Background: an optimization exercise with open tools, aiming at small area and a short achievable clock period. Do not read the settings as production practice. For this run, only the layout was checked, not whether the RTL still works. Power is estimated from default activity; no workload was simulated.

[flow/design.v]
`timescale 1ns / 1ps
module TNS_dec_33(
    input wire clk,
    input wire rst_n,
    input wire [32:0] codein,
    output reg [30 - 1 : 0] dataout
    );
    wire [29:0] sum;
    wire ci2;
    wire ci3;
    wire ci4;
    wire ci6;
    wire ci7;
    wire ci8;
    wire ci9;
    wire ci10;
    wire ci12;
    wire ci13;
    wire ci14;
    wire ci15;
    wire ci16;
    wire ci17;
    wire ci18;
    wire ci19;
    wire ci20;
    wire ci21;
    wire ci22;
    wire ci23;
    wire ci24;
    wire ci25;
    wire ci26;
    wire ci27;
    wire ci28;
    wire ci29;
    wire ci30;
    wire ci31;
    wire ci32;
    wire s1, c2;
    wire s3, c4;
    wire s5, c6;
    wire s7, c8;
    wire s9, c10;
    wire s11, c12;
    wire s13, c14;
    wire s15, c16;
    wire s17, c18;
    wire s19, c20;
    wire s21, c22;
    wire s23, c24;
    wire s25, c26;
    wire s27, c28;
    wire s29, c30;
    wire s31, c32;
    wire s33, c34;
    wire s35, c36;
    wire s37, c38;
    wire s39, c40;
    wire s41, c42;
    wire s43, c44;
    wire s45, c46;
    wire s47, c48;
    wire s49, c50;
    wire s51, c52;
    wire s53, c54;
    wire s55, c56;
    wire s57, c58;
    wire s59, c60;
    wire s61, c62;
    wire s63, c64;
    wire s65, c66;
    wire s67, c68;
    wire s69, c70;
    wire s71, c72;
    wire s73, c74;
    wire s75, c76;
    wire s77, c78;
    wire s79, c80;
    wire s81, c82;
    wire s83, c84;
    wire s85, c86;
    wire s87, c88;
    wire s89, c90;
    wire s91, c92;
    wire s93, c94;
    wire s95, c96;
    wire s97, c98;
    wire s99, c100;
    wire s101, c102;
    wire s103, c104;
    wire s105, c106;
    wire s107, c108;
    wire s109, c110;
    wire s111, c112;
    wire s113, c114;
    wire s115, c116;
    wire s117, c118;
    wire s119, c120;
    wire s121, c122;
    wire s123, c124;
    wire s125, c126;
    wire s127, c128;
    wire s129, c130;
    wire s131, c132;
    wire s133, c134;
    wire s135, c136;
    wire s137, c138;
    wire s139, c140;
    wire s141, c142;
    wire s143, c144;
    wire s145, c146;
    wire s147, c148;
    wire s149, c150;
    wire s151, c152;
    wire s153, c154;
    wire s155, c156;
    wire s157, c158;
    wire s159, c160;
    wire s161, c162;
    wire s163, c164;
    wire s165, c166;
    wire s167, c168;
    wire s169, c170;
    wire s171, c172;
    wire s173, c174;
    wire s175, c176;
    wire s177, c178;
    wire s179, c180;
    wire s181, c182;
    wire s183, c184;
    wire s185, c186;
    wire s187, c188;
    wire s189, c190;
    wire s191, c192;
    wire s193, c194;
    wire s195, c196;
    wire s197, c198;
    wire s199, c200;
    wire s201, c202;
    wire s203, c204;
    wire s205, c206;
    wire s207, c208;
    wire s209, c210;
    wire s211, c212;
    wire s213, c214;
    wire s215, c216;
    wire s217, c218;
    wire s219, c220;
    wire s221, c222;
    wire s223, c224;
    wire s225, c226;
    wire s227, c228;
    wire s229, c230;
    wire s231, c232;
    wire s233, c234;
    wire s235, c236;
    wire s237, c238;
    wire s239, c240;
    wire s241, c242;
    wire s243, c244;
    wire s245, c246;
    wire s247, c248;
    wire s249, c250;
    wire s251, c252;
    wire s253, c254;
    wire s255, c256;
    wire s257, c258;
    wire s259, c260;
    wire s261, c262;
    wire s263, c264;
    wire s265, c266;
    wire s267, c268;
    wire s269, c270;
    wire s271, c272;
    wire s273, c274;
    wire s275, c276;
    wire s277, c278;
    wire s279, c280;
    wire s281, c282;
    wire s283, c284;
    wire s285, c286;
    wire s287, c288;
    wire s289, c290;
    wire s291, c292;
    wire s293, c294;
    wire s295, c296;
    wire s297, c298;
    wire s299, c300;
    wire s301, c302;
    wire s303, c304;
    wire s305, c306;
    wire s307, c308;
    wire s309, c310;
    wire s311, c312;
    wire s313, c314;
    wire s315, c316;
    wire s317, c318;
    wire s319, c320;
    wire s321, c322;
    wire s323, c324;
    wire s325, c326;
    wire s327, c328;
    wire s329, c330;
    wire s331, c332;
    wire s333, c334;
    wire s335, c336;
    wire s337, c338;
    wire g4, p4;
    wire g5, p5;
    wire g6, p6;
    wire g7, p7;
    wire g8, p8;
    wire g9, p9;
    wire g10, p10;
    wire g11, p11;
    wire g12, p12;
    wire g13, p13;
    wire g14, p14;
    wire g15, p15;
    wire g16, p16;
    wire g17, p17;
    wire g18, p18;
    wire g19, p19;
    wire g20, p20;
    wire g21, p21;
    wire g22, p22;
    wire g23, p23;
    wire g24, p24;
    wire g25, p25;
    wire g26, p26;
    wire g27, p27;
    wire g28, p28;
    wire g29, p29;
    wire gg339;
    wire gp340;
    wire gg341;
    wire gp342;
    wire gg343;
    wire gp344;
    wire gg345;
    wire gp346;
    wire gg347;
    wire gp348;
    wire gg349;
    wire gp350;
    wire gg351;
    wire gp352;
    wire gg353;
    wire gp354;
    wire gg355;
    wire gp356;
    wire gg357;
    wire gp358;
    wire gg359;
    wire gp360;
    wire gg361;
    wire gp362;
    wire gg363;
    wire gp364;
    wire gg365;
    wire gp366;
    wire gg367;
    wire gp368;
    wire gg369;
    wire gp370;
    wire gg371;
    wire gp372;
    wire gg373;
    wire gp374;
    wire gg375;
    wire gp376;
    wire gg377;
    wire gp378;
    wire gg379;
    wire gp380;
    wire gg381;
    wire gp382;
    wire gg383;
    wire gp384;
    wire gg385;
    wire gp386;
    wire gg387;
    wire gp388;
    wire gg389;
    wire gp390;
    wire gg391;
    wire gp392;
    wire gg393;
    wire gp394;
    wire gg395;
    wire gp396;
    wire gg397;
    wire gp398;
    wire gg399;
    wire gp400;
    wire gg401;
    wire gp402;
    wire gg403;
    wire gp404;
    wire gg405;
    wire gp406;
    wire gg407;
    wire gp408;
    wire gg409;
    wire gp410;
    wire gg411;
    wire gp412;
    wire gg413;
    wire gp414;
    wire gg415;
    wire gp416;
    wire gg417;
    wire gp418;
    wire gg419;
    wire gp420;
    wire gg421;
    wire gp422;
    wire gg423;
    wire gp424;
    wire gg425;
    wire gp426;
    wire gg427;
    wire gp428;
    wire gg429;
    wire gp430;
    wire gg431;
    wire gp432;
    wire gg433;
    wire gp434;
    wire gg435;
    wire gp436;
    wire gg437;
    wire gp438;
    wire gg439;
    wire gp440;
    wire gg441;
    wire gp442;
    wire gg443;
    wire gp444;
    wire gg445;
    wire gp446;
    wire gg447;
    wire gp448;
    wire gg449;
    wire gp450;
    wire gg451;
    wire gp452;
    assign ci2 = ~codein[2];
    assign ci3 = ~codein[3];
    assign ci4 = ~codein[4];
    assign ci6 = ~codein[6];
    assign ci7 = ~codein[7];
    assign ci8 = ~codein[8];
    assign ci9 = ~codein[9];
    assign ci10 = ~codein[10];
    assign ci12 = ~codein[12];
    assign ci13 = ~codein[13];
    assign ci14 = ~codein[14];
    assign ci15 = ~codein[15];
    assign ci16 = ~codein[16];
    assign ci17 = ~codein[17];
    assign ci18 = ~codein[18];
    assign ci19 = ~codein[19];
    assign ci20 = ~codein[20];
    assign ci21 = ~codein[21];
    assign ci22 = ~codein[22];
    assign ci23 = ~codein[23];
    assign ci24 = ~codein[24];
    assign ci25 = ~codein[25];
    assign ci26 = ~codein[26];
    assign ci27 = ~codein[27];
    assign ci28 = ~codein[28];
    assign ci29 = ~codein[29];
    assign ci30 = ~codein[30];
    assign ci31 = ~codein[31];
    assign ci32 = ~codein[32];
    TNS_fa u_s1 (.a(codein[0]), .b(codein[5]), .ci(1'b1), .s(s1), .co(c2));
    TNS_fa u_s3 (.a(codein[6]), .b(codein[11]), .ci(codein[12]), .s(s3), .co(c4));
    TNS_fa u_s5 (.a(codein[17]), .b(codein[18]), .ci(codein[23]), .s(s5), .co(c6));
    TNS_fa u_s7 (.a(codein[24]), .b(codein[29]), .ci(codein[30]), .s(s7), .co(c8));
    TNS_fa u_s9 (.a(ci2), .b(ci3), .ci(ci8), .s(s9), .co(c10));
    TNS_fa u_s11 (.a(ci9), .b(ci14), .ci(ci15), .s(s11), .co(c12));
    TNS_fa u_s13 (.a(ci20), .b(ci21), .ci(ci26), .s(s13), .co(c14));
    TNS_fa u_s15 (.a(ci27), .b(ci32), .ci(s1), .s(s15), .co(c16));
    TNS_fa u_s17 (.a(s3), .b(s5), .ci(s7), .s(s17), .co(c18));
    TNS_fa u_s19 (.a(s9), .b(s11), .ci(s13), .s(s19), .co(c20));
    TNS_fa u_s21 (.a(s15), .b(s17), .ci(s19), .s(s21), .co(c22));
    TNS_fa u_s23 (.a(codein[1]), .b(codein[7]), .ci(1'b1), .s(s23), .co(c24));
    TNS_fa u_s25 (.a(codein[13]), .b(codein[19]), .ci(codein[25]), .s(s25), .co(c26));
    TNS_fa u_s27 (.a(codein[31]), .b(ci4), .ci(ci10), .s(s27), .co(c28));
    TNS_fa u_s29 (.a(ci16), .b(ci22), .ci(ci28), .s(s29), .co(c30));
    TNS_fa u_s31 (.a(c2), .b(c4), .ci(c6), .s(s31), .co(c32));
    TNS_fa u_s33 (.a(c8), .b(s23), .ci(s25), .s(s33), .co(c34));
    TNS_fa u_s35 (.a(c10), .b(c12), .ci(c14), .s(s35), .co(c36));
    TNS_fa u_s37 (.a(s27), .b(s29), .ci(c16), .s(s37), .co(c38));
    TNS_fa u_s39 (.a(c18), .b(s31), .ci(s33), .s(s39), .co(c40));
    TNS_fa u_s41 (.a(c20), .b(s35), .ci(s37), .s(s41), .co(c42));
    TNS_fa u_s43 (.a(s39), .b(c22), .ci(s41), .s(s43), .co(c44));
    TNS_fa u_s45 (.a(codein[2]), .b(codein[5]), .ci(codein[11]), .s(s45), .co(c46));
    TNS_fa u_s47 (.a(codein[14]), .b(codein[20]), .ci(codein[23]), .s(s47), .co(c48));
    TNS_fa u_s49 (.a(codein[26]), .b(codein[29]), .ci(codein[32]), .s(s49), .co(c50));
    TNS_fa u_s51 (.a(ci8), .b(ci17), .ci(c24), .s(s51), .co(c52));
    TNS_fa u_s53 (.a(c26), .b(s45), .ci(s47), .s(s53), .co(c54));
    TNS_fa u_s55 (.a(s49), .b(c28), .ci(c30), .s(s55), .co(c56));
    TNS_fa u_s57 (.a(c32), .b(c34), .ci(s51), .s(s57), .co(c58));
    TNS_fa u_s59 (.a(s53), .b(c36), .ci(s55), .s(s59), .co(c60));
    TNS_fa u_s61 (.a(c38), .b(c40), .ci(s57), .s(s61), .co(c62));
    TNS_fa u_s63 (.a(s59), .b(c42), .ci(s61), .s(s63), .co(c64));
    TNS_ha u_s65 (.a(c44), .b(s63), .s(s65), .co(c66));
    TNS_fa u_s67 (.a(codein[3]), .b(codein[8]), .ci(1'b1), .s(s67), .co(c68));
    TNS_fa u_s69 (.a(codein[15]), .b(codein[27]), .ci(ci9), .s(s69), .co(c70));
    TNS_fa u_s71 (.a(ci17), .b(ci21), .ci(c46), .s(s71), .co(c72));
    TNS_fa u_s73 (.a(c48), .b(c50), .ci(s67), .s(s73), .co(c74));
    TNS_fa u_s75 (.a(s69), .b(c52), .ci(c54), .s(s75), .co(c76));
    TNS_fa u_s77 (.a(s71), .b(s73), .ci(c56), .s(s77), .co(c78));
    TNS_fa u_s79 (.a(c58), .b(s75), .ci(c60), .s(s79), .co(c80));
    TNS_fa u_s81 (.a(s77), .b(c62), .ci(s79), .s(s81), .co(c82));
    TNS_fa u_s83 (.a(c64), .b(s81), .ci(c66), .s(s83), .co(c84));
    TNS_fa u_s85 (.a(codein[4]), .b(codein[5]), .ci(codein[8]), .s(s85), .co(c86));
    TNS_fa u_s87 (.a(codein[16]), .b(codein[28]), .ci(codein[29]), .s(s87), .co(c88));
    TNS_fa u_s89 (.a(codein[32]), .b(ci6), .ci(ci10), .s(s89), .co(c90));
    TNS_fa u_s91 (.a(ci18), .b(ci20), .ci(ci22), .s(s91), .co(c92));
    TNS_fa u_s93 (.a(ci30), .b(c68), .ci(s85), .s(s93), .co(c94));
    TNS_fa u_s95 (.a(s87), .b(c70), .ci(s89), .s(s95), .co(c96));
    TNS_fa u_s97 (.a(s91), .b(c72), .ci(c74), .s(s97), .co(c98));
    TNS_fa u_s99 (.a(s93), .b(s95), .ci(c76), .s(s99), .co(c100));
    TNS_fa u_s101 (.a(s97), .b(c78), .ci(s99), .s(s101), .co(c102));
    TNS_fa u_s103 (.a(c80), .b(s101), .ci(c82), .s(s103), .co(c104));
    TNS_fa u_s105 (.a(codein[14]), .b(codein[15]), .ci(1'b1), .s(s105), .co(c106));
    TNS_fa u_s107 (.a(codein[18]), .b(codein[19]), .ci(codein[31]), .s(s107), .co(c108));
    TNS_fa u_s109 (.a(ci7), .b(ci9), .ci(ci12), .s(s109), .co(c110));
    TNS_fa u_s111 (.a(ci23), .b(c86), .ci(c88), .s(s111), .co(c112));
    TNS_fa u_s113 (.a(s105), .b(s107), .ci(c90), .s(s113), .co(c114));
    TNS_fa u_s115 (.a(c92), .b(s109), .ci(c94), .s(s115), .co(c116));
    TNS_fa u_s117 (.a(s111), .b(c96), .ci(s113), .s(s117), .co(c118));
    TNS_fa u_s119 (.a(c98), .b(s115), .ci(s117), .s(s119), .co(c120));
    TNS_fa u_s121 (.a(c100), .b(s119), .ci(c102), .s(s121), .co(c122));
    TNS_fa u_s123 (.a(codein[6]), .b(codein[16]), .ci(codein[26]), .s(s123), .co(c124));
    TNS_fa u_s125 (.a(codein[27]), .b(ci10), .ci(ci13), .s(s125), .co(c126));
    TNS_fa u_s127 (.a(ci20), .b(ci24), .ci(ci29), .s(s127), .co(c128));
    TNS_fa u_s129 (.a(ci31), .b(ci32), .ci(c106), .s(s129), .co(c130));
    TNS_fa u_s131 (.a(c108), .b(s123), .ci(c110), .s(s131), .co(c132));
    TNS_fa u_s133 (.a(s125), .b(s127), .ci(c112), .s(s133), .co(c134));
    TNS_fa u_s135 (.a(s129), .b(c114), .ci(s131), .s(s135), .co(c136));
    TNS_fa u_s137 (.a(c116), .b(s133), .ci(c118), .s(s137), .co(c138));
    TNS_fa u_s139 (.a(s135), .b(c120), .ci(s137), .s(s139), .co(c140));
    TNS_fa u_s141 (.a(codein[8]), .b(codein[12]), .ci(1'b1), .s(s141), .co(c142));
    TNS_fa u_s143 (.a(codein[28]), .b(ci7), .ci(ci9), .s(s143), .co(c144));
    TNS_fa u_s145 (.a(ci15), .b(ci18), .ci(ci25), .s(s145), .co(c146));
    TNS_fa u_s147 (.a(c124), .b(s141), .ci(c126), .s(s147), .co(c148));
    TNS_fa u_s149 (.a(c128), .b(s143), .ci(s145), .s(s149), .co(c150));
    TNS_fa u_s151 (.a(c130), .b(c132), .ci(s147), .s(s151), .co(c152));
    TNS_fa u_s153 (.a(s149), .b(c134), .ci(c136), .s(s153), .co(c154));
    TNS_fa u_s155 (.a(s151), .b(c138), .ci(s153), .s(s155), .co(c156));
    TNS_fa u_s157 (.a(codein[7]), .b(codein[13]), .ci(codein[17]), .s(s157), .co(c158));
    TNS_fa u_s159 (.a(codein[32]), .b(ci10), .ci(ci12), .s(s159), .co(c160));
    TNS_fa u_s161 (.a(ci16), .b(ci19), .ci(ci20), .s(s161), .co(c162));
    TNS_fa u_s163 (.a(ci21), .b(ci23), .ci(ci24), .s(s163), .co(c164));
    TNS_fa u_s165 (.a(ci27), .b(ci30), .ci(c142), .s(s165), .co(c166));
    TNS_fa u_s167 (.a(s157), .b(c144), .ci(c146), .s(s167), .co(c168));
    TNS_fa u_s169 (.a(s159), .b(s161), .ci(s163), .s(s169), .co(c170));
    TNS_fa u_s171 (.a(s165), .b(c148), .ci(c150), .s(s171), .co(c172));
    TNS_fa u_s173 (.a(s167), .b(s169), .ci(c152), .s(s173), .co(c174));
    TNS_fa u_s175 (.a(s171), .b(c154), .ci(s173), .s(s175), .co(c176));
    TNS_fa u_s177 (.a(codein[9]), .b(codein[12]), .ci(codein[13]), .s(s177), .co(c178));
    TNS_fa u_s179 (.a(codein[15]), .b(codein[21]), .ci(codein[22]), .s(s179), .co(c180));
    TNS_fa u_s181 (.a(ci25), .b(ci28), .ci(ci29), .s(s181), .co(c182));
    TNS_fa u_s183 (.a(ci31), .b(c158), .ci(s177), .s(s183), .co(c184));
    TNS_fa u_s185 (.a(s179), .b(c160), .ci(c162), .s(s185), .co(c186));
    TNS_fa u_s187 (.a(c164), .b(s181), .ci(c166), .s(s187), .co(c188));
    TNS_fa u_s189 (.a(s183), .b(c168), .ci(c170), .s(s189), .co(c190));
    TNS_fa u_s191 (.a(s185), .b(s187), .ci(c172), .s(s191), .co(c192));
    TNS_fa u_s193 (.a(s189), .b(c174), .ci(s191), .s(s193), .co(c194));
    TNS_fa u_s195 (.a(codein[10]), .b(codein[11]), .ci(codein[16]), .s(s195), .co(c196));
    TNS_fa u_s197 (.a(codein[17]), .b(codein[20]), .ci(codein[26]), .s(s197), .co(c198));
    TNS_fa u_s199 (.a(ci14), .b(ci18), .ci(ci23), .s(s199), .co(c200));
    TNS_fa u_s201 (.a(ci30), .b(c178), .ci(c180), .s(s201), .co(c202));
    TNS_fa u_s203 (.a(s195), .b(s197), .ci(c182), .s(s203), .co(c204));
    TNS_fa u_s205 (.a(s199), .b(c184), .ci(s201), .s(s205), .co(c206));
    TNS_fa u_s207 (.a(c186), .b(s203), .ci(c188), .s(s207), .co(c208));
    TNS_fa u_s209 (.a(s205), .b(c190), .ci(s207), .s(s209), .co(c210));
    TNS_fa u_s211 (.a(c192), .b(s209), .ci(c194), .s(s211), .co(c212));
    TNS_fa u_s213 (.a(codein[12]), .b(codein[23]), .ci(ci19), .s(s213), .co(c214));
    TNS_fa u_s215 (.a(ci24), .b(ci31), .ci(c196), .s(s215), .co(c216));
    TNS_fa u_s217 (.a(c198), .b(c200), .ci(s213), .s(s217), .co(c218));
    TNS_fa u_s219 (.a(c202), .b(s215), .ci(c204), .s(s219), .co(c220));
    TNS_fa u_s221 (.a(s217), .b(c206), .ci(s219), .s(s221), .co(c222));
    TNS_fa u_s223 (.a(c208), .b(s221), .ci(c210), .s(s223), .co(c224));
    TNS_fa u_s225 (.a(codein[18]), .b(codein[21]), .ci(ci13), .s(s225), .co(c226));
    TNS_fa u_s227 (.a(ci23), .b(ci25), .ci(ci32), .s(s227), .co(c228));
    TNS_fa u_s229 (.a(c214), .b(s225), .ci(s227), .s(s229), .co(c230));
    TNS_fa u_s231 (.a(c216), .b(c218), .ci(s229), .s(s231), .co(c232));
    TNS_fa u_s233 (.a(c220), .b(s231), .ci(c222), .s(s233), .co(c234));
    TNS_fa u_s235 (.a(codein[13]), .b(codein[14]), .ci(codein[19]), .s(s235), .co(c236));
    TNS_fa u_s237 (.a(codein[22]), .b(ci20), .ci(ci26), .s(s237), .co(c238));
    TNS_fa u_s239 (.a(s235), .b(c226), .ci(c228), .s(s239), .co(c240));
    TNS_fa u_s241 (.a(s237), .b(c230), .ci(s239), .s(s241), .co(c242));
    TNS_fa u_s243 (.a(c232), .b(s241), .ci(c234), .s(s243), .co(c244));
    TNS_fa u_s245 (.a(codein[15]), .b(codein[17]), .ci(1'b1), .s(s245), .co(c246));
    TNS_fa u_s247 (.a(codein[29]), .b(codein[30]), .ci(ci18), .s(s247), .co(c248));
    TNS_fa u_s249 (.a(ci23), .b(ci27), .ci(ci32), .s(s249), .co(c250));
    TNS_fa u_s251 (.a(c236), .b(s245), .ci(c238), .s(s251), .co(c252));
    TNS_fa u_s253 (.a(s247), .b(s249), .ci(c240), .s(s253), .co(c254));
    TNS_fa u_s255 (.a(s251), .b(c242), .ci(s253), .s(s255), .co(c256));
    TNS_fa u_s257 (.a(codein[17]), .b(codein[21]), .ci(codein[31]), .s(s257), .co(c258));
    TNS_fa u_s259 (.a(ci16), .b(ci19), .ci(ci20), .s(s259), .co(c260));
    TNS_fa u_s261 (.a(ci28), .b(c246), .ci(s257), .s(s261), .co(c262));
    TNS_fa u_s263 (.a(c248), .b(c250), .ci(s259), .s(s263), .co(c264));
    TNS_fa u_s265 (.a(s261), .b(c252), .ci(s263), .s(s265), .co(c266));
    TNS_fa u_s267 (.a(c254), .b(s265), .ci(c256), .s(s267), .co(c268));
    TNS_fa u_s269 (.a(codein[16]), .b(codein[22]), .ci(ci29), .s(s269), .co(c270));
    TNS_fa u_s271 (.a(ci32), .b(c258), .ci(c260), .s(s271), .co(c272));
    TNS_fa u_s273 (.a(s269), .b(c262), .ci(c264), .s(s273), .co(c274));
    TNS_fa u_s275 (.a(s271), .b(c266), .ci(s273), .s(s275), .co(c276));
    TNS_fa u_s277 (.a(codein[18]), .b(ci20), .ci(ci23), .s(s277), .co(c278));
    TNS_fa u_s279 (.a(ci30), .b(c270), .ci(s277), .s(s279), .co(c280));
    TNS_fa u_s281 (.a(c272), .b(s279), .ci(c274), .s(s281), .co(c282));
    TNS_fa u_s283 (.a(codein[19]), .b(codein[32]), .ci(1'b1), .s(s283), .co(c284));
    TNS_fa u_s285 (.a(ci21), .b(ci31), .ci(s283), .s(s285), .co(c286));
    TNS_fa u_s287 (.a(c278), .b(s285), .ci(c280), .s(s287), .co(c288));
    TNS_fa u_s289 (.a(codein[20]), .b(codein[23]), .ci(codein[26]), .s(s289), .co(c290));
    TNS_fa u_s291 (.a(ci22), .b(ci24), .ci(ci27), .s(s291), .co(c292));
    TNS_fa u_s293 (.a(ci29), .b(ci30), .ci(c284), .s(s293), .co(c294));
    TNS_fa u_s295 (.a(s289), .b(s291), .ci(c286), .s(s295), .co(c296));
    TNS_fa u_s297 (.a(s293), .b(s295), .ci(c288), .s(s297), .co(c298));
    TNS_fa u_s299 (.a(codein[21]), .b(codein[25]), .ci(codein[28]), .s(s299), .co(c300));
    TNS_fa u_s301 (.a(ci27), .b(ci31), .ci(c290), .s(s301), .co(c302));
    TNS_fa u_s303 (.a(s299), .b(c292), .ci(c294), .s(s303), .co(c304));
    TNS_fa u_s305 (.a(s301), .b(c296), .ci(s303), .s(s305), .co(c306));
    TNS_fa u_s307 (.a(codein[22]), .b(codein[23]), .ci(codein[24]), .s(s307), .co(c308));
    TNS_fa u_s309 (.a(codein[25]), .b(ci30), .ci(c300), .s(s309), .co(c310));
    TNS_fa u_s311 (.a(s307), .b(c302), .ci(s309), .s(s311), .co(c312));
    TNS_fa u_s313 (.a(c304), .b(s311), .ci(c306), .s(s313), .co(c314));
    TNS_fa u_s315 (.a(codein[24]), .b(codein[29]), .ci(ci28), .s(s315), .co(c316));
    TNS_fa u_s317 (.a(ci31), .b(c308), .ci(s315), .s(s317), .co(c318));
    TNS_fa u_s319 (.a(c310), .b(s317), .ci(c312), .s(s319), .co(c320));
    TNS_fa u_s321 (.a(codein[25]), .b(codein[27]), .ci(codein[32]), .s(s321), .co(c322));
    TNS_fa u_s323 (.a(s321), .b(c316), .ci(c318), .s(s323), .co(c324));
    TNS_fa u_s325 (.a(codein[26]), .b(codein[28]), .ci(codein[30]), .s(s325), .co(c326));
    TNS_fa u_s327 (.a(ci29), .b(c322), .ci(s325), .s(s327), .co(c328));
    TNS_fa u_s329 (.a(codein[27]), .b(codein[31]), .ci(1'b1), .s(s329), .co(c330));
    TNS_fa u_s331 (.a(codein[32]), .b(c326), .ci(s329), .s(s331), .co(c332));
    TNS_fa u_s333 (.a(codein[28]), .b(c330), .ci(1'b1), .s(s333), .co(c334));
    TNS_fa u_s335 (.a(codein[29]), .b(codein[30]), .ci(1'b1), .s(s335), .co(c336));
    TNS_fa u_s337 (.a(codein[31]), .b(codein[32]), .ci(1'b1), .s(s337), .co(c338));
    assign g4 = c84 & s103;
    assign p4 = c84 ^ s103;
    assign g5 = c104 & s121;
    assign p5 = c104 ^ s121;
    assign g6 = c122 & s139;
    assign p6 = c122 ^ s139;
    assign g7 = c140 & s155;
    assign p7 = c140 ^ s155;
    assign g8 = c156 & s175;
    assign p8 = c156 ^ s175;
    assign g9 = c176 & s193;
    assign p9 = c176 ^ s193;
    assign g10 = s211 & 1'b0;
    assign p10 = s211 ^ 1'b0;
    assign g11 = c212 & s223;
    assign p11 = c212 ^ s223;
    assign g12 = c224 & s233;
    assign p12 = c224 ^ s233;
    assign g13 = s243 & 1'b0;
    assign p13 = s243 ^ 1'b0;
    assign g14 = c244 & s255;
    assign p14 = c244 ^ s255;
    assign g15 = s267 & 1'b0;
    assign p15 = s267 ^ 1'b0;
    assign g16 = c268 & s275;
    assign p16 = c268 ^ s275;
    assign g17 = c276 & s281;
    assign p17 = c276 ^ s281;
    assign g18 = c282 & s287;
    assign p18 = c282 ^ s287;
    assign g19 = s297 & 1'b0;
    assign p19 = s297 ^ 1'b0;
    assign g20 = c298 & s305;
    assign p20 = c298 ^ s305;
    assign g21 = s313 & 1'b0;
    assign p21 = s313 ^ 1'b0;
    assign g22 = c314 & s319;
    assign p22 = c314 ^ s319;
    assign g23 = c320 & s323;
    assign p23 = c320 ^ s323;
    assign g24 = c324 & s327;
    assign p24 = c324 ^ s327;
    assign g25 = c328 & s331;
    assign p25 = c328 ^ s331;
    assign g26 = c332 & s333;
    assign p26 = c332 ^ s333;
    assign g27 = ci29 & c334;
    assign p27 = ci29 ^ c334;
    assign g28 = codein[32] & s335;
    assign p28 = codein[32] ^ s335;
    assign g29 = c336 & s337;
    assign p29 = c336 ^ s337;
    assign gg339 = g5 | (p5 & g4);
    assign gp340 = p5 & p4;
    assign gg341 = g7 | (p7 & g6);
    assign gp342 = p7 & p6;
    assign gg343 = g9 | (p9 & g8);
    assign gp344 = p9 & p8;
    assign gg345 = g11 | (p11 & g10);
    assign gp346 = p11 & p10;
    assign gg347 = g13 | (p13 & g12);
    assign gp348 = p13 & p12;
    assign gg349 = g15 | (p15 & g14);
    assign gp350 = p15 & p14;
    assign gg351 = g17 | (p17 & g16);
    assign gp352 = p17 & p16;
    assign gg353 = g19 | (p19 & g18);
    assign gp354 = p19 & p18;
    assign gg355 = g21 | (p21 & g20);
    assign gp356 = p21 & p20;
    assign gg357 = g23 | (p23 & g22);
    assign gp358 = p23 & p22;
    assign gg359 = g25 | (p25 & g24);
    assign gp360 = p25 & p24;
    assign gg361 = g27 | (p27 & g26);
    assign gp362 = p27 & p26;
    assign gg363 = g29 | (p29 & g28);
    assign gp364 = p29 & p28;
    assign gg365 = g6 | (p6 & gg339);
    assign gp366 = p6 & gp340;
    assign gg367 = gg341 | (gp342 & gg339);
    assign gp368 = gp342 & gp340;
    assign gg369 = g10 | (p10 & gg343);
    assign gp370 = p10 & gp344;
    assign gg371 = gg345 | (gp346 & gg343);
    assign gp372 = gp346 & gp344;
    assign gg373 = g14 | (p14 & gg347);
    assign gp374 = p14 & gp348;
    assign gg375 = gg349 | (gp350 & gg347);
    assign gp376 = gp350 & gp348;
    assign gg377 = g18 | (p18 & gg351);
    assign gp378 = p18 & gp352;
    assign gg379 = gg353 | (gp354 & gg351);
    assign gp380 = gp354 & gp352;
    assign gg381 = g22 | (p22 & gg355);
    assign gp382 = p22 & gp356;
    assign gg383 = gg357 | (gp358 & gg355);
    assign gp384 = gp358 & gp356;
    assign gg385 = g26 | (p26 & gg359);
    assign gp386 = p26 & gp360;
    assign gg387 = gg361 | (gp362 & gg359);
    assign gp388 = gp362 & gp360;
    assign gg389 = g8 | (p8 & gg367);
    assign gp390 = p8 & gp368;
    assign gg391 = gg343 | (gp344 & gg367);
    assign gp392 = gp344 & gp368;
    assign gg393 = gg369 | (gp370 & gg367);
    assign gp394 = gp370 & gp368;
    assign gg395 = gg371 | (gp372 & gg367);
    assign gp396 = gp372 & gp368;
    assign gg397 = g16 | (p16 & gg375);
    assign gp398 = p16 & gp376;
    assign gg399 = gg351 | (gp352 & gg375);
    assign gp400 = gp352 & gp376;
    assign gg401 = gg377 | (gp378 & gg375);
    assign gp402 = gp378 & gp376;
    assign gg403 = gg379 | (gp380 & gg375);
    assign gp404 = gp380 & gp376;
    assign gg405 = g24 | (p24 & gg383);
    assign gp406 = p24 & gp384;
    assign gg407 = gg359 | (gp360 & gg383);
    assign gp408 = gp360 & gp384;
    assign gg409 = gg385 | (gp386 & gg383);
    assign gp410 = gp386 & gp384;
    assign gg411 = gg387 | (gp388 & gg383);
    assign gp412 = gp388 & gp384;
    assign gg413 = g12 | (p12 & gg395);
    assign gp414 = p12 & gp396;
    assign gg415 = gg347 | (gp348 & gg395);
    assign gp416 = gp348 & gp396;
    assign gg417 = gg373 | (gp374 & gg395);
    assign gp418 = gp374 & gp396;
    assign gg419 = gg375 | (gp376 & gg395);
    assign gp420 = gp376 & gp396;
    assign gg421 = gg397 | (gp398 & gg395);
    assign gp422 = gp398 & gp396;
    assign gg423 = gg399 | (gp400 & gg395);
    assign gp424 = gp400 & gp396;
    assign gg425 = gg401 | (gp402 & gg395);
    assign gp426 = gp402 & gp396;
    assign gg427 = gg403 | (gp404 & gg395);
    assign gp428 = gp404 & gp396;
    assign gg429 = g28 | (p28 & gg411);
    assign gp430 = p28 & gp412;
    assign gg431 = gg363 | (gp364 & gg411);
    assign gp432 = gp364 & gp412;
    assign gg433 = g20 | (p20 & gg427);
    assign gp434 = p20 & gp428;
    assign gg435 = gg355 | (gp356 & gg427);
    assign gp436 = gp356 & gp428;
    assign gg437 = gg381 | (gp382 & gg427);
    assign gp438 = gp382 & gp428;
    assign gg439 = gg383 | (gp384 & gg427);
    assign gp440 = gp384 & gp428;
    assign gg441 = gg405 | (gp406 & gg427);
    assign gp442 = gp406 & gp428;
    assign gg443 = gg407 | (gp408 & gg427);
    assign gp444 = gp408 & gp428;
    assign gg445 = gg409 | (gp410 & gg427);
    assign gp446 = gp410 & gp428;
    assign gg447 = gg411 | (gp412 & gg427);
    assign gp448 = gp412 & gp428;
    assign gg449 = gg429 | (gp430 & gg427);
    assign gp450 = gp430 & gp428;
    assign gg451 = gg431 | (gp432 & gg427);
    assign gp452 = gp432 & gp428;
    assign sum[0] = s21;
    assign sum[1] = s43;
    assign sum[2] = s65;
    assign sum[3] = s83;
    assign sum[4] = p4;
    assign sum[5] = p5 ^ g4;
    assign sum[6] = p6 ^ gg339;
    assign sum[7] = p7 ^ gg365;
    assign sum[8] = p8 ^ gg367;
    assign sum[9] = p9 ^ gg389;
    assign sum[10] = p10 ^ gg391;
    assign sum[11] = p11 ^ gg393;
    assign sum[12] = p12 ^ gg395;
    assign sum[13] = p13 ^ gg413;
    assign sum[14] = p14 ^ gg415;
    assign sum[15] = p15 ^ gg417;
    assign sum[16] = p16 ^ gg419;
    assign sum[17] = p17 ^ gg421;
    assign sum[18] = p18 ^ gg423;
    assign sum[19] = p19 ^ gg425;
    assign sum[20] = p20 ^ gg427;
    assign sum[21] = p21 ^ gg433;
    assign sum[22] = p22 ^ gg435;
    assign sum[23] = p23 ^ gg437;
    assign sum[24] = p24 ^ gg439;
    assign sum[25] = p25 ^ gg441;
    assign sum[26] = p26 ^ gg443;
    assign sum[27] = p27 ^ gg445;
    assign sum[28] = p28 ^ gg447;
    assign sum[29] = p29 ^ gg449;
    always @(posedge clk or negedge rst_n) begin
        if (~rst_n) begin
            dataout <= 0;
        end
        else begin
            dataout <= sum;
        end
    end
endmodule
module TNS_fa(
    input wire a,
    input wire b,
    input wire ci,
    output wire s,
    output wire co
    );
    assign s = a ^ b ^ ci;
    assign co = (a & b) | (a & ci) | (b & ci);
endmodule
module TNS_ha(
    input wire a,
    input wire b,
    output wire s,
    output wire co
    );
    assign s = a ^ b;
    assign co = a & b;
endmodule
[flow/flow/run.sh]
#!/bin/bash
# Standard ORFS layout with two changes: ports get buf_2 buffers instead of
# the resizer's default pick (a delay cell), and CTS uses small clock
# buffers without dummy loads.
set -euo pipefail
cd "$(dirname "$0")/.."
export BUFFER_PORTS_ARGS="-buffer_cell sky130_fd_sc_hd__buf_2"
export CTS_ARGS="-sink_clustering_enable -repair_clock_nets -dont_use_dummy_load -buf_list {sky130_fd_sc_hd__clkbuf_4 sky130_fd_sc_hd__clkbuf_8}"
bash standard.sh > flow_standard.log 2>&1
[flow/standard.sh]
#!/bin/bash
# synth_recipe.tcl (not shown) runs the flow's synth.tcl, then flattens the netlist and writes it again
# the make line also repeats each setting of config.mk as NAME=value (left out here)
make -C /OpenROAD-flow-scripts/flow DESIGN_CONFIG=/design/flow/config.mk WORK_HOME=/design/flow/orfs CLKGATE_MAP_FILE= SYNTH_SCRIPT=/design/flow/synth_recipe.tcl "${@:-finish}"
[flow/config.mk]
export PLATFORM = sky130hd
export DESIGN_NAME = TNS_dec_33
export DESIGN_NICKNAME = TNS_dec_33
export VERILOG_FILES = /design/flow/design.v
export SDC_FILE = /design/flow/constraint.sdc
export NUM_CORES = 4
export LEC_CHECK = 0
export ABC_AREA = 1
export CAP_MARGIN = 20
export CORE_MARGIN = 2
export CORE_UTILIZATION = 40
export SLEW_MARGIN = 20
export SYNTH_HIERARCHICAL = 1
export SYNTH_MINIMUM_KEEP_SIZE = 0
[flow/constraint.sdc]
create_clock -name core_clock -period 12.0 [get_ports {clk}]
set_input_delay 2.4000 -clock core_clock [delete_from_list [all_inputs] [get_ports {clk}]]
set_output_delay 2.4000 -clock core_clock [all_outputs]
set_load 0.01 [all_outputs]
==> metrics.md <==
| Metric | Value |
|---|---|
| Top Family by Delay on Critical Path | `adder cells` |
| # DRC | `0` |
| Final Cell Area | `slightly above 6000 µm²` |
| Maximum clock insertion buffer count | `2` |
| CTS tree | `done` |
| DP Cell Count | `roughly 700` |
| Simple-gate share of the synthesized area | `approximately a tenth` |
| CP Data Required Time | `approximately 12 ns` |
| Number of flip-flops in the largest register | `30` |
| Share of cells above drive strength 1 | `about 18%` |
| Routability congestion estimate | `slightly below 1` |
| Slowest-stage cell, CP | `fa_1` |
| # hold bufs at CTS | `0` |
| Setup Viol. Count Final | `0` |
| DR WL/cell | `18.2 µm` |
| Mux cell area share after synthesis | `0%` |
| Row cnt | `42` |
| Main area contributors after synthesis | `fa_1 63%, dfrtp_1 14%, inv_1 5.6%` |
| Tightest Hold Check Type | `primary input to async pin` |
| Fmax | `around 0.14 GHz` |
| Final ANT Viol Nets | `0` |
| Initial antenna violation count | `0` |
| Starting density of the core | `between 40 and 50%` |
| Synth top cells by count | `173 x fa_1, 82 x inv_1, 70 x nand2_1` |
| IO Port Bufs | `64` |
| Largest area contributor in the netlist | `fa_1` |
| Worst-path cell chain | `buf_2, inv_1, fa_1, fa_1, fa_1, fa_1, fa_1, fa_1, ha_1, inv_1, fa_1, inv_1, nand2_1, nand2_1, nand3_2, nand2_4, nand2_4, nand2_4, inv_1, fa_1, xnor2_1` |
| Xor/xnor share of the synthesized area | `1.27%` |
| Final WL | `12800 µm` |
| Synth warn | `7` |
| CTS Sinks | `30` |
| Die ar. | `roughly 15000 µm²` |
| Setup Fix Bufs, Post-CTS | `0` |
| Ys async rst share | `100%` |
| Register area share after synthesis | `between 10% and 20%` |
| Unrepaired setup endpoints after global routing | `no` |
| Layout Cells excl Fill | `~700` |
| Placed Area | `between 6000 and 7000 µm²` |
| Worst rel slew slack | `51.2%` |
| GRT overflow | `0` |
| Nets | `~760` |
| Critical path type | `primary input to flip-flop` |
| Area delta synth->final | `11.8%` |
| First-pass GRT wire length | `21200 µm` |
| Status | `timing/DRC/antenna clean` |
| Most numerous cell in the Yosys netlist | `fa_1` |
| Post-layout minimum cycle time | `roughly 7.1 ns` |
| Core area | `13300 µm²` |
| Post-Synth Adder-Cell Area | `around two thirds` |
| Via density | `between 4 and 5` |
| P per Cell Area | `287 nW/µm²` |
| CTS root buffer | `clkbuf_8` |
| Post_cts resized | `0` |
| CP bufs+invs | `5` |
| CP peak stage delay | `about 0.5 ns` |
| Synth cell types | `25` |
| TritonCTS Buffers | `5` |
| Avg Inst Size Synth | `~12 µm²` |
| Top reg by flops | `dataout` |
| CP Data Arrival Time | `about 7.3 ns` |
| Slew Viols, Final | `0` |
| Chip height | `~120 µm` |
| Maximum fanout along the worst path | `9` |
| Post-synthesis instance total | `approximately 450` |
| Crit start category | `primary input` |
| Total power draw | `approximately 0.0018 W` |
| Pin count of the biggest net entering global routing | `31` |
| Synth Flop Type | `dfrtp_1` |
| DR vias | `3390` |
| Critical Path Start | `codein[28]` |
| Total GRT Usage | `slightly below 20%` |
| Drt first pass iters | `4` |
| Final Hold Fails | `0` |
| Antenna Cells | `0` |
| Vias in the first global route | `about 4.0k` |
| Post-synth top area share | `a little over three fifths` |
| H-tree depth | `2` |
| Post-DP HPWL | `about 11000 µm` |
| Compound-Gate Fraction of Synth Area | `between 1.5 and 2%` |
| Max Cap Viol | `0` |
| FF+latch count, synth | `30` |
| CP dominant cell by count | `fa_1` |
| Period utilization | `between 50% and 60%` |
| P_leak | `between 2 and 3 nW` |
| Io pins | `between 60 and 70` |
| Max VDD drop | `between 0.1 and 0.15 mV` |
| CP Capture Type | `flip-flop` |
| Main combinational cell family by area after synthesis | `adder cells` |
| Starting DRC count in detailed routing | `between 150 and 200` |
| Number of enable flip-flop cells after synthesis | `0` |
| Largest regs | `dataout (30)` |
| Die Span X | `121 µm` |
| Syn Std Cell Area | `about 5500 µm²` |
| Setup TNS | `0 ns` |
| Worst slew pin tran | `0.732 ns` |
| Clk pin slew, worst setup/hold paths | `0.08 ns` |
==> per-module statistics from Yosys, one instance, submodules excluded <==
module | cell area (µm²) | copies in the design | cells inside | flops+latches
TNS_fa | 20.0 | 168 | 1 | 0
TNS_ha | 12.5 | 1 | 1 | 0
TNS_dec_33 | 2120 | 1 | 278 | 30
==> final cells by class <==
class / instances / area, µm²
Clock buffer: 5 / 68.8
Fill cell: 1270 / 7200
Tap cell: 176 / 220
Timing Repair Buffer: 64 / 320
Sequential cell: 30 / 751
Multi-Input combinational cell: 343 / 4470
Inverter: 84 / 315
==> cell families (layout without fill, tap and decap cells) <==
family          Yosys count  in the layout
flops                    30             30
other cells               1             11
buf+inv                  84            153
compound gates           13             13
xor+xnor                  8              8
fa+ha+maj               193            193
simple gates            118            118
==> per-layer routing <==
| layer | wire length [µm] | share of wire [%] | GRT usage (%) | vias up |
|---|---|---|---|---|
| met3 | 804 | 6.3 | 4.79 | 7 |
| met4 | 114 | 0.89 | 3.52 | 0 |
| li1 | - | - | - | 1452 |
| met1 | 5440 | 43 | 27.5 | 1835 |
| met2 | 6410 | 50 | 32.6 | 96 |
| met5 | 0 | 0 | 0 | - |
==> power by group <==
part / internal, W / switching [W] / total, W
clock: 0.0000373 / 0.0000409 / 0.0000782
combinational: 0.000635 / 0.000853 / 0.00149
sequential: 0.000186 / 0.0000103 / 0.000196
==> cells in the final DEF, fill, tap and decap left out, types with 9 or more instances in the layout <==
cell     count
fa_1       173
nand2_1     70
nor2_1      14
nand3_1     12
conb_1      11
buf_2       64
ha_1        20
inv_1       82
nand2_2      9
dfrtp_1     30
==> through the flow <==
stage                     util, %  hold slack [ns]  setup slack [ns]
after floorplan                 -             2.10              5.14
after global placement       45.5             2.52              4.64
after detailed placement     45.5             2.52              4.56
after CTS                    46.1             2.18              4.88
after global routing         46.1             2.22              4.64
final                        46.1             2.14              4.89
==> final timing paths <==
check                              end  cells after the start  slack [ns]
setup / recovery           dataout[21]                     21        4.89
hold / removal              dataout[0]                      1        2.14
max in group asynchronous  dataout[18]                      1        9.37
min in group core_clock    dataout[29]                      5        2.73

-- what the ideal ports hide --
In the flow no input, the clock included, has a driving cell. The finished layout below was timed again as built, in two steps.
Step 1 sets driving cells, clkbuf_16 on the clock port and buf_2 on the other inputs (assumed; they add their load-dependent delay and slew).
Step 2 times the ports against the registers' clock, not the clock port: input delays grow and output delays shrink by t, the midpoint of the rising clock arrivals with the driver on.
Slacks: ideal ports / drivers / drivers and shift; pairs: ideal ports / drivers.
shift t [ns]: 0.335
setup WS [ns]: 4.890 / 4.894 / 4.560
slew at the worst register clock pin (ns): 0.08 / 0.08
worst data-port slew with drivers (ns): 0.04
pins driven straight from the clock port: 1
After both steps this run still meets setup and hold. The setup slack of this run moves by +0.004 ns with the drivers and by -0.330 ns with both steps.
